Source: an optimization exercise on an open RTL-to-GDS flow (aim: small area). Production flows keep margins and buffers that such runs may drop. Only simulation tests tie the RTL to the original design; equivalence was not proved. The clock cells of this run come from the design's own scripts or RTL, not from TritonCTS. The flow treats the clock pin as an ideal source. Dropping or thinning the clock tree relies on that and would not hold on a real chip. Power figures rest on the tool's default switching activity, not on a simulated workload.

## design/flow/design.v

```verilog
`timescale 1ns / 1ps
module top_FSM_LightStand_PWM(
    input i_clk, i_reset,
    input [2:0] i_button,
    output o_light
    );
    localparam integer B0 = 0, B1 = 13, BP = 26, BC = 27, B2 = 37;
    localparam [12:0] CNT_OFS  = 13'd128;
    localparam [12:0] CNT_END  = CNT_OFS + 13'd5000;
    localparam [12:0] CNT_SEEN = 13'b1010000001000;
    localparam [9:0]  PWM_OFS  = 10'd4;
    localparam [9:0]  PWM_END  = PWM_OFS + 10'd999;
    localparam [9:0]  PWM_SEEN = 10'b1111101011;
    reg [6:0] r_div;
    wire w_tick = (r_div[5:0] == 6'b100011);
    wire w_pwm_step = (r_div[4:0] == 5'b01101);
    always @(posedge i_clk or posedge i_reset) begin
        if (i_reset) r_div <= 7'd12;
        else r_div <= {r_div[5:0], r_div[6] ^ r_div[0] ^ w_tick};
    end
    reg [49:0] r_ring;
    reg [2:0] r_carry;       
    reg [2:1] r_pushed;      
    reg [2:0] r_level;       
    reg r_light;
    wire [12:0] w_cnt0 = r_ring[B0+12:B0];
    wire [12:0] w_cnt1 = r_ring[B1+12:B1];
    wire [12:0] w_cnt2 = r_ring[B2+12:B2];
    wire [9:0]  w_pwm  = r_ring[BC+9:BC];
    wire [2:0]  w_p    = {r_pushed, r_ring[BP]};
    wire [2:0] w_full = {
        (w_cnt2 & CNT_SEEN) == (CNT_END & CNT_SEEN),
        (w_cnt1 & CNT_SEEN) == (CNT_END & CNT_SEEN),
        (w_cnt0 & CNT_SEEN) == (CNT_END & CNT_SEEN)};
    wire w_pwm_full = (w_pwm & PWM_SEEN) == (PWM_END & PWM_SEEN);
    wire [2:0] w_diff = i_button ^ w_p;
    wire [2:0] w_flip = {3{w_tick}} & w_diff & w_full;    
    wire [2:0] w_inc  = {3{w_tick}} & w_diff & ~w_full;
    wire [2:0] w_rel  = w_flip & w_p;                     
    wire w_pwm_clr = w_tick & w_pwm_full;
    wire [2:0] w_cin = r_carry | w_inc | {2'b00, w_pwm_step};
    wire [2:0] w_ain = {r_ring[B2], r_ring[B1], r_ring[B0]};
    wire [2:0] w_sum = w_ain ^ w_cin;
    localparam [12:0] CNT_CHG = CNT_END ^ CNT_OFS;
    localparam [9:0]  PWM_CHG = PWM_END ^ (PWM_OFS - 10'd1);
    localparam [49:0] CHG = {CNT_CHG, PWM_CHG, 1'b0, CNT_CHG, CNT_CHG};
    localparam [49:0] VAL = {CNT_OFS, PWM_OFS - 10'd1, 1'b0, CNT_OFS, CNT_OFS};
    wire [49:0] w_clr = {{13{w_flip[2]}}, {10{w_pwm_clr}}, 1'b0, {13{w_flip[1]}}, {13{w_flip[0]}}};
    wire [49:0] w_in = {w_sum[0], r_ring[49:B2+1], w_sum[2], r_ring[B2-1:B1+1],
                        w_sum[1], r_ring[B1-1:1]};
    wire [49:0] w_next;
    genvar g;
    generate for (g = 0; g < 50; g = g + 1) begin : sh
        localparam integer S = (g + 1) % 50;    
        if (S == BP)
            assign w_next[g] = r_ring[BP] ^ w_flip[0];
        else if (CHG[S])
            assign w_next[g] = w_clr[S] ? VAL[S] : w_in[g];
        else
            assign w_next[g] = w_in[g];
    end endgenerate
    function lt_const(input [9:0] a, input [9:0] k);
        integer i;
        reg lt, eq;
        begin
            lt = 1'b0; eq = 1'b1;
            for (i = 9; i >= 0; i = i - 1) begin
                if (k[i]) begin
                    lt = lt | (eq & ~a[i]);
                    eq = eq & a[i];
                end else
                    eq = eq & ~a[i];
            end
            lt_const = lt;
        end
    endfunction
    reg [2:0] w_lnext;
    always @(*) begin
        w_lnext = r_level;
        if (w_rel[0])
            case (r_level)
                3'd0: w_lnext = 3'd1;
                3'd1: w_lnext = 3'd2;
                3'd2: w_lnext = 3'd3;
                default: w_lnext = 3'd4;
            endcase
        else if (w_rel[1])
            case (r_level)
                3'd4: w_lnext = 3'd3;
                3'd3: w_lnext = 3'd2;
                3'd2: w_lnext = 3'd1;
                default: w_lnext = 3'd0;
            endcase
        else if (w_rel[2])
            w_lnext = 3'd0;
    end
    reg w_y;
    always @(*) begin
        case (r_level)
            3'd1: w_y = lt_const(w_pwm, PWM_OFS + 10'd300);
            3'd2: w_y = lt_const(w_pwm, PWM_OFS + 10'd600);
            3'd3: w_y = lt_const(w_pwm, PWM_OFS + 10'd800);
            3'd4: w_y = ~w_pwm_full;
            default: w_y = 1'b0;
        endcase
    end
    localparam [49:0] TICK0 = {CNT_OFS, PWM_OFS + 10'd1, 1'b0, CNT_OFS, CNT_OFS};
    localparam [49:0] RESET = {TICK0[0], TICK0[49:1]};
    always @(posedge i_clk or posedge i_reset) begin
        if (i_reset) begin
            r_ring <= RESET;
            r_carry <= 3'd0;
            r_pushed <= 2'b00;
            r_level <= 3'd0;
            r_light <= 1'b0;
        end else begin
            r_ring <= w_next;
            r_carry <= w_cin & w_ain;
            r_pushed <= r_pushed ^ w_flip[2:1];
            r_level <= w_lnext;
            if (w_tick) r_light <= w_y;
        end
    end
    assign o_light = r_light;
endmodule
```

## design/flow/flow/run.sh

```bash
#!/bin/bash
# The standard layout with these changes:
# - the standard synthesis maps the logic with an area-oriented ABC script
#   (flow/abc_map.script in place of ORFS's abc_speed.script; everything
#   else in synthesis is unchanged);
# - after the standard synthesis, every combinational cell gets its smallest
#   drive strength (flow/downsize.py); the placement resizer sizes up what
#   needs it;
# - the clock tree is four buf_6 driven by the clock port, one per quarter
#   of the registers (flow/pre_cts.tcl, which replaces the CTS step's
#   clock_tree_synthesis command);
# - port buffers of the smallest buffer cell.
set -euo pipefail
rm -rf scripts_abc
cp -r "$FLOW_HOME/scripts" scripts_abc
cp flow/abc_map.script scripts_abc/abc_speed.script
bash standard.sh "SCRIPTS_DIR=$PWD/scripts_abc" synth > synth.log 2>&1
R=orfs/results/$FLOW_PLATFORM/top_FSM_LightStand_PWM/base
python3 flow/downsize.py $R/1_2_yosys.v \
  $FLOW_HOME/platforms/sky130hd/lib/sky130_fd_sc_hd__tt_025C_1v80.lib > downsize.log 2>&1
bash standard.sh \
  "PRE_CTS_TCL=$PWD/flow/pre_cts.tcl" \
  "BUFFER_PORTS_ARGS=-buffer_cell sky130_fd_sc_hd__buf_1" \
  finish > standard.log 2>&1
```

## design/flow/flow/abc_map.script

```
&get -n
&st
&dch -f
&nf -R 1000
&put
```

## design/flow/flow/downsize.py

```python
"""Give every combinational cell of the synthesized netlist its smallest
drive strength; the placement resizer sizes up what needs it. The inverter
on the reset port, which drives every register's reset pin, gets inv_4
instead, strong enough for that load without a buffer tree."""
import re, sys
lib = open(sys.argv[2]).read()
area = {m.group(1): float(m.group(2)) for m in re.finditer(
    r'cell\s*\(\s*"?(sky130_fd_sc_hd__\w+?)"?\s*\)\s*\{.*?area\s*:\s*([\d.]+)', lib, re.S)}
dont = set(sys.argv[3].split()) if len(sys.argv) > 3 else set()
fam = {}
for c in area:
    m = re.match(r'(sky130_fd_sc_hd__\w+)_(\d+)$', c)
    if m and c not in dont:
        fam.setdefault(m.group(1), []).append(c)
def smallest(c):
    m = re.match(r'(sky130_fd_sc_hd__\w+)_(\d+)$', c)
    if not m or m.group(1).split('__')[1].startswith(('df', 'sdf', 'edf', 'dl', 'conb')):
        return c
    opts = fam.get(m.group(1), [c])
    return min(opts, key=lambda x: (area[x], x != c))
src = open(sys.argv[1]).read()
n = 0
def sub(m):
    global n
    new = smallest(m.group(2))
    n += new != m.group(2)
    return m.group(1) + new
out = re.sub(r'^(\s*)(sky130_fd_sc_hd__\w+)(?=\s)', sub, src, flags=re.M)
out = re.sub(r'sky130_fd_sc_hd__(?:clk)?inv_\d+(\s+\S+\s*\(\s*\.A\(i_reset\))',
             r'sky130_fd_sc_hd__inv_4\1', out)
open(sys.argv[1], 'w').write(out)
print(f"downsized {n} cells")
```

## design/flow/flow/pre_cts.tcl

```tcl
# The clock tree: the clock port drives four buf_6, each of which drives
# the registers of one quarter of the placed design (split at the median x,
# then each half at its median y). Run in place of ORFS's
# clock_tree_synthesis command, which this script turns into a no-op; the
# rest of the CTS step (placement legalization, timing repair) runs as usual.
set block [ord::get_db_block]
set clk_net [$block findNet i_clk]
set master [[ord::get_db] findMaster sky130_fd_sc_hd__buf_6]
set sinks {}
foreach iterm [$clk_net getITerms] {
  set loc [[$iterm getInst] getLocation]
  lappend sinks [list $iterm [lindex $loc 0] [lindex $loc 1]]
}
set sinks [lsort -real -index 1 $sinks]
set half [expr {[llength $sinks] / 2}]
set groups {}
foreach part [list [lrange $sinks 0 [expr {$half - 1}]] [lrange $sinks $half end]] {
  set part [lsort -real -index 2 $part]
  set q [expr {[llength $part] / 2}]
  lappend groups [lrange $part 0 [expr {$q - 1}]] [lrange $part $q end]
}
set i 0
foreach group $groups {
  set buf [odb::dbInst_create $block $master clkbuf_leaf_$i]
  set net [odb::dbNet_create $block clknet_leaf_$i]
  $net setSigType CLOCK
  set sx 0; set sy 0
  foreach s $group {
    set iterm [lindex $s 0]
    $iterm disconnect
    $iterm connect $net
    set sx [expr {$sx + [lindex $s 1]}]
    set sy [expr {$sy + [lindex $s 2]}]
  }
  [$buf findITerm A] connect $clk_net
  [$buf findITerm X] connect $net
  set n [llength $group]
  $buf setLocation [expr {int($sx / $n)}] [expr {int($sy / $n)}]
  $buf setPlacementStatus PLACED
  puts "clock buffer $i drives $n registers"
  incr i
}
detailed_placement

# the tree is built: the CTS step's clock_tree_synthesis call has nothing to do
rename clock_tree_synthesis ""
proc clock_tree_synthesis {args} {
  puts "clock tree built by flow/pre_cts.tcl"
}
```

## design/flow/standard.sh

```bash
#!/bin/bash
# synth_recipe.tcl (not shown) runs the flow's synth.tcl, then flattens the netlist and writes it again
# the make line also repeats each setting of config.mk as NAME=value (left out here)
make -C /OpenROAD-flow-scripts/flow DESIGN_CONFIG=/design/flow/config.mk WORK_HOME=/design/flow/orfs CLKGATE_MAP_FILE= SYNTH_SCRIPT=/design/flow/synth_recipe.tcl "${@:-finish}"
```

## design/flow/config.mk

```make
export PLATFORM = sky130hd
export DESIGN_NAME = top_FSM_LightStand_PWM
export DESIGN_NICKNAME = top_FSM_LightStand_PWM
export VERILOG_FILES = /design/flow/design.v
export SDC_FILE = /design/flow/constraint.sdc
export NUM_CORES = 4
export LEC_CHECK = 0
export CAP_MARGIN = 20
export CORE_MARGIN = 2
export CORE_UTILIZATION = 40
export SLEW_MARGIN = 20
```

## design/flow/constraint.sdc

```tcl
create_clock -name core_clock -period 10.0 [get_ports {i_clk}]
set_input_delay 2.0000 -clock core_clock [delete_from_list [all_inputs] [get_ports {i_clk}]]
set_output_delay 2.0000 -clock core_clock [all_outputs]
set_load 0.01 [all_outputs]
```

==> impl_metrics.csv <==
group,metric,value,unit
synth,yosys-top-cells-area,"dfrtp_1 68%, dfstp_2 8.4%, ha_1 3.4%",
clock_tree,clock_latency,130,ps
timing,report.final.slew_viol_count,0,
timing,setup-violations-final,0,
floorplanning,start_util,0.422,
timing,worst_pin_slew,756,ps
grt,antenna_found_initial,0,
timing,hold_viol,0,
grt,grt_max_degree,67,
routing,drc,0,
min_path,hp-class,"reg -> reg",
job,drv_cap,0,
synth,synth_commonest_cells,"59 x dfrtp_1, 19 x nand2_1, 9 x nor2_1, 9 x nor2b_1, 7 x dfstp_2",
timing,clock_skew,10.9,ps
clock_tree,cts.clk_slew.worst_paths,100,ps
pwr,power_density,158,nW/um2
worst_setup_path,criticalPathCategory,"in -> reg",
routing,drtIter0Drc,89,
synth,ys_area,2180,um2
synth,synth_most_common_cell,"dfrtp_1",
cells_and_area,n_antenna_cell,0,
place,dp.cells,229,
place,numPortBuffers,5,
place,dpl_cell_area,2290,um2
synth,ys_warn_count,1,
cells_and_area,fillers,465,
synth,synthArstFlopShare,1.00,
timing,period_share,0.321,
routing,dr.pass1.iters,4,
place,place.detailed.hpwl,2.20,mm
floorplanning,die_h,77.9,um
routing,viasPerCell,4.88,
run_status,status,"timing/DRC/antenna clean",
synth,synth_nets,165,
timing,min_period,3210,ps
floorplanning,pin_count,6,
synth,yosysSeqAreaShare,0.761,
timing,rsz0062_at_grt,"no",
clock_tree,postCtsSetupBuffers,0,
synth,synth_seq_cells,66,
synth,synth-main-ff-cell,"dfrtp_1",
worst_setup_path,path_max_fanout,6,
grt,grt-ovfl-total,0,
floorplanning,core_area,5170,um2
clock_tree,hold_buffers,0,
cells_and_area,final_util,0.451,
synth,synth_cells,154,
worst_setup_path,r2r_setup_slack,7760,ps
worst_setup_path,cp-start-kind,"input port",
floorplanning,rows,26,
cells_and_area,drive_above_1_share,0.0736,
cells_and_area,design_area,2330,um2
timing,slew_headroom,0.496,
synth,synth_top_area_share,0.677,
pwr,total_leakage_power,1.16,nW
routing,ant_nets,0,
pwr,ir_worst_vdd,0.0863,mV
grt,grt_pass1_wl,5.61,mm
cells_and_area,fin_cells,233,
routing,routedWlPerCell,14.0,um
routing,routed_wl,3.27,mm
grt,grt.total_usage,0.113,
worst_setup_path,crit_required,10020,ps
routing,vias,1138,
pwr,total_power,0.368,mW
synth,synth_edf_count,0,
worst_setup_path,worstPathArrival,3230,ps
cells_and_area,nets,176,
synth,syn_area,2180,um2
timing,fin_tns_setup,0,ps
clock_tree,cts_resized,0,
floorplanning,dieArea,6070,um2
cells_and_area,area_delta_synth_final,6.93,%
place,place_congestion,0.738,
synth,synth_area_per_cell,14.2,um2
worst_setup_path,critPathCaptureType,"register",
timing,clock.fmax,311,MHz
synth,yosysTopAreaCell,"dfrtp_1",
synth,ys_types,26,
floorplanning,die_x,77.9,um
grt,grt_pass1_vias,1178,
==> worst max-delay path: stages <==
cell and delay, ps:
buf_1 90, xor2_1 170, nand2_1 70, nor2_1 230, ha_1 300, nor3_1 110, a22oi_1 150, o21ai_0 100
==> path summary, 6_finish.rpt <==
kind	from	to	cells past startpoint
min in group asynchronous	i_reset	r_ring[30]	2
worst max register to register	r_div[2]	r_level[1]	7
worst min register to register	r_ring[41]	r_ring[40]	0
max in group asynchronous	i_reset	r_ring[47]	2
worst max-delay path	i_button[0]	r_level[1]	8
worst min-delay path	r_ring[41]	r_ring[40]	0
==> flip-flops by register name, indices dropped and copies added, names as in the netlist <==
| signal | flops |
|---|---|
| r_pushed | 2 |
| r_light | 1 |
| r_carry | 3 |
| r_div | 7 |
| r_level | 3 |
| r_ring | 50 |
==> cell usage in the layout (no fill, tap or decap), types with 2 or more instances in the layout <==
cell type | netlist | final
and2_0 | 6 | 6
nor3_1 | 4 | 4
buf_1 | 0 | 5
nor2b_1 | 9 | 9
xor2_1 | 3 | 3
buf_6 | 0 | 4
dfrtp_1 | 59 | 59
nand3_1 | 5 | 5
ha_1 | 6 | 6
nor2_1 | 9 | 9
or2_0 | 3 | 3
dfstp_2 | 7 | 7
nand4_1 | 2 | 2
xnor2_1 | 2 | 2
o21ai_0 | 5 | 5
a21oi_1 | 4 | 4
nand2_1 | 19 | 19
==> power by group <==
part	switching [mW]	total, mW	internal [mW]
Sequential	0.000213	0.267	0.267
Combinational	0.00565	0.00664	0.000996
Clock	0.0614	0.0937	0.0323
==> metrics by stage <==
step	hold WS (ps)	worst slack (ps)
after floorplan	331	6900
after global placement	332	6710
after detailed placement	336	6610
after CTS	336	6610
after global routing	366	6630
final	351	6790
==> logic make-up after synthesis <==
group,count (synthesis),synth area share
buffers and inverters,1,0.00172
adder cells (fa/ha/maj),6,0.0344
AO/OA/AOI/OAI,16,0.0453
XOR/XNOR,5,0.0201
flip-flops,66,0.761
AND/OR/NAND/NOR,60,0.137
==> routing by layer <==
layer	vias up	wire length, um	GRT usage
li1	533	-	-
met1	579	1660	0.175
met2	20	1430	0.171
met3	6	115	0.0163
met4	0	64	0.0232
met5	-	0	0
==> cell type report <==
cell class | instances | area (um2) | share of cell area
flip-flops and latches | 66 | 1660 | 0.711
multi-input cells | 87 | 517 | 0.221
well taps | 70 | 87.6 | 0.0375
plain buffers | 4 | 45.0 | 0.0193
repair buffers | 5 | 18.8 | 0.00804
inverters | 1 | 6.26 | 0.00268

[re-timing with driven ports]
Ports are ideal in the flow. The routed layout listed here was re-timed in OpenROAD. Step 1 assumes that a clkbuf_16 drives the clock port and a buf_2 every other input. Step 2 also shifts input and output timing later by t, the mid clock arrival at the registers, as if the neighbouring blocks saw the same clock. Slacks: no drivers / after step 1 / after step 2; pairs: no drivers / after step 1.
shift t [ns]: 0.183
setup WS [ns]: 6.787 / 6.820 / 6.637
worst hold slack (ns): 0.351 / 0.351 / 0.351
worst setup path after step 2: input to register
slew at the worst register clock pin (ns): 0.11 / 0.11
After both steps this run still meets setup and hold. For this run, drivers alone change the setup slack by +0.033 ns; drivers and shift together by -0.150 ns.
